This is an optimization exercise on Yosys and OpenROAD, whose aim is small area, not a production implementation.
Only simulation tests tie the RTL to the original design; equivalence was not proved.
No activity file was given, so power comes from the tool's default toggle rates.

## job 101
Design motorpackage, start of the top module:
module motorpackage(
    input        inc,
    input        rst,
    input        en,
    input        rxin,
    input        q1a, q1b, q2a, q2b, q3a, q3b, q4a, q4b,
    input  [2:0] hall1, hall2, hall3, hall4, hall5,
    output [1:0] a1, b1, c1,
    output [1:0] a2, b2, c2,
    output [1:0] a3, b3, c3,
    output [1:0] a4, b4, c4,
    output [1:0] a5, b5, c5,
    output       tx
    );
For scale: about 2,600 cells after synthesis, roughly 380 flip-flops, roughly 58 I/O pins, ~21,000 um^2 of cells after synthesis.
export LEC_CHECK = 0
export ABC_AREA = 1
export CAP_MARGIN = 20
export CORE_MARGIN = 2
export CORE_UTILIZATION = 40
export CTS_BUF_LIST = sky130_fd_sc_hd__clkbuf_16
export CTS_CLUSTER_DIAMETER = 80
export CTS_CLUSTER_SIZE = 25
export GPL_TIMING_DRIVEN = 1
export SLEW_MARGIN = 20
create_clock -name core_clock -period 10.0 [get_ports {inc}]
standard.sh (not shown) runs the stock make flow with config.mk's settings and CLKGATE_MAP_FILE= SYNTH_SCRIPT=/design/flow/synth_recipe.tcl, a recipe that flattens the netlist after the stock synthesis.
==> flow/flow/run.sh <==
#!/bin/bash
# The standard layout with two placement/CTS options changed:
#  - the port buffers that global placement inserts are the smallest buffer
#    (every input and output port still gets its own buffer);
#  - clock tree synthesis does not add dummy loads.
# make's output goes to standard.log; each ORFS step logs under orfs/logs.
set -euo pipefail
export BUFFER_PORTS_ARGS="-buffer_cell sky130_fd_sc_hd__buf_1"
export CTS_ARGS="-sink_clustering_enable -repair_clock_nets -sink_clustering_size 25 -sink_clustering_max_diameter 80 -buf_list sky130_fd_sc_hd__clkbuf_16 -dont_use_dummy_load"
bash standard.sh > standard.log 2>&1
Input changes introduced in job 102 (baseline for comparison: job 101):
diff --git a/flow/flow/run.sh b/flow/flow/run.sh
--- a/flow/flow/run.sh
+++ b/flow/flow/run.sh
@@ -8,3 +8,3 @@
 export BUFFER_PORTS_ARGS="-buffer_cell sky130_fd_sc_hd__buf_1"
-export CTS_ARGS="-sink_clustering_enable -repair_clock_nets -sink_clustering_size 25 -sink_clustering_max_diameter 80 -buf_list sky130_fd_sc_hd__clkbuf_16 -dont_use_dummy_load"
+export CTS_ARGS="-sink_clustering_enable -repair_clock_nets -sink_clustering_size 30 -sink_clustering_max_diameter 70 -buf_list sky130_fd_sc_hd__clkbuf_16 -dont_use_dummy_load"
 bash standard.sh > standard.log 2>&1
diff --git a/flow/config.mk b/flow/config.mk
--- a/flow/config.mk
+++ b/flow/config.mk
@@ -12,5 +12,6 @@
 export CTS_BUF_LIST = sky130_fd_sc_hd__clkbuf_16
-export CTS_CLUSTER_DIAMETER = 80
-export CTS_CLUSTER_SIZE = 25
+export CTS_CLUSTER_DIAMETER = 70
+export CTS_CLUSTER_SIZE = 30
 export GPL_TIMING_DRIVEN = 1
+export PLACE_DENSITY = 0.8
 export SLEW_MARGIN = 20
Every run in the comparison, job 101 and job 102, completed the flow with a clean layout. Re I/O pin total: no difference whatsoever between job 101 and job 102. Taking job 101 as the reference, in job 102 clock skew rose 7.8 ps, area added between synthesis and finish closely matched the old numbers, final critical delay including setup and external delays went up. Number of non-clock buffers in the layout ends up higher on job 102. Job 102 ended up with a lower wire length of the first global-routing pass than job 101 did. The run showing the greater proportion of power drawn by flip-flops and latches is job 102.


Setup of v27:
Another version of the RTL of motorpackage (not shown whole).
Size in the first run: ~370 flip-flops, about 22000 µm² of cells after synthesis.
Settings: LEC_CHECK=0, CAP_MARGIN=20, CORE_MARGIN=2, CORE_UTILIZATION=40, SLEW_MARGIN=20; clock period 10.0 ns.
run.sh (not shown) runs the stock make flow with config.mk's settings and CLKGATE_MAP_FILE= SYNTH_SCRIPT=/design/flow/synth_recipe.tcl, a recipe that flattens the netlist after the stock synthesis.
Stock flow here: none of the scripts above is used.
#### Input delta (v48 over v27)
-- flow/config.mk --
<<< v27, line 10
export CORE_UTILIZATION = 40
export SLEW_MARGIN = 20
>>> v48, line 10
export CORE_UTILIZATION = 40
export CTS_BUF_LIST = sky130_fd_sc_hd__clkbuf_2 sky130_fd_sc_hd__clkbuf_4
export CTS_CLUSTER_SIZE = 30
export SLEW_MARGIN = 20
[summary]
Taking v27 as the reference, in v48 setup slack picked up an extra 7.7 ps; via count picked up an extra 311; count of buffer and inverter cells on the critical path neither gained nor lost much; total power lost 7.0%; ratio of final minimum period to clock period neither gained nor lost much. For v48, the group drawing the most power was sequential cells, unlike v27, where it was the clock network. Comparing v27 against v48, there is no change at all in share of synthesized cell area in full adder, half adder and majority cells. The clock network area share of v48 is lower than that of v27. The clock skew in v48 was higher than what v27 gave. When the final numbers for v48 and v27 were put side by side, the worst ir drop on vdd turned out to be smaller in v48. Global-route usage for v48 is higher than for v27. First-iteration DRC count delta (v27 -> v48): insignificant.
The inputs of v29 differ from those of v48 as listed below.
-- flow/config.mk --
<<< v48, line 10
export CORE_UTILIZATION = 40
export CTS_BUF_LIST = sky130_fd_sc_hd__clkbuf_2 sky130_fd_sc_hd__clkbuf_4
export CTS_CLUSTER_SIZE = 30
export SLEW_MARGIN = 20
>>> v29, line 10
export CORE_UTILIZATION = 40
export CTS_BUF_LIST = sky130_fd_sc_hd__clkbuf_4
export SLEW_MARGIN = 20
Notes after the runs:
- v29 | status: complete | timing, DRC, antenna: pass
- Share of synthesized cell area in and, or, nand and nor gates came out exactly the same in v48 and v29.
- Re I/O pin count: no difference whatsoever between v29 and v48.
- As far as initial antenna violation count goes, v48 and v29 are indistinguishable; the numbers are identical.
- Via density per instance came out exactly the same in v48 and v29.
- v48 -> v29: fraction of cell area in non-clock buffers delta 0, exact match
- Comparing v48 against v29, there is no change at all in overall fraction of global-route tracks in use.
- | total detailed-routing wirelength | v29 vs v48 | ≈ equal |
- Delta (v29 minus v48): power density over the cells roughly the same, cell area shows no meaningful change.

-- what the ideal ports hide --
Ports are ideal in the flow. The routed layouts listed here were re-timed in OpenROAD.
Step 1 sets driving cells, clkbuf_16 on the clock port and buf_2 on the other inputs (assumed; they add their load-dependent delay and slew).
Step 2 also shifts input and output timing later by t, the mid clock arrival at the registers, as if the neighbouring blocks saw the same clock.
Three values: no drivers, after step 1, after step 2; two values: the first two.
run | shift t [ns] | setup WS [ns] | clock arrival spread, ns | slew at the worst register clock pin (ns) | worst data-port slew with drivers (ns)
job 101 | 0.599 | 2.563 / 2.563 / 2.563 | 0.047 / 0.047 | 0.10 / 0.10 | 0.04
job 102 | 0.588 | 2.552 / 2.552 / 2.552 | 0.056 / 0.056 | 0.11 / 0.11 | 0.03
v27 | 0.617 | 4.027 / 4.027 / 4.027 | 0.013 / 0.013 | 0.06 / 0.06 | 0.04
v48 | 0.869 | 4.035 / 4.035 / 4.035 | 0.055 / 0.055 | 0.08 / 0.08 | 0.04
v29 | 0.869 | 4.035 / 4.035 / 4.035 | 0.055 / 0.055 | 0.08 / 0.08 | 0.04
After both steps every run listed still meets setup and hold.
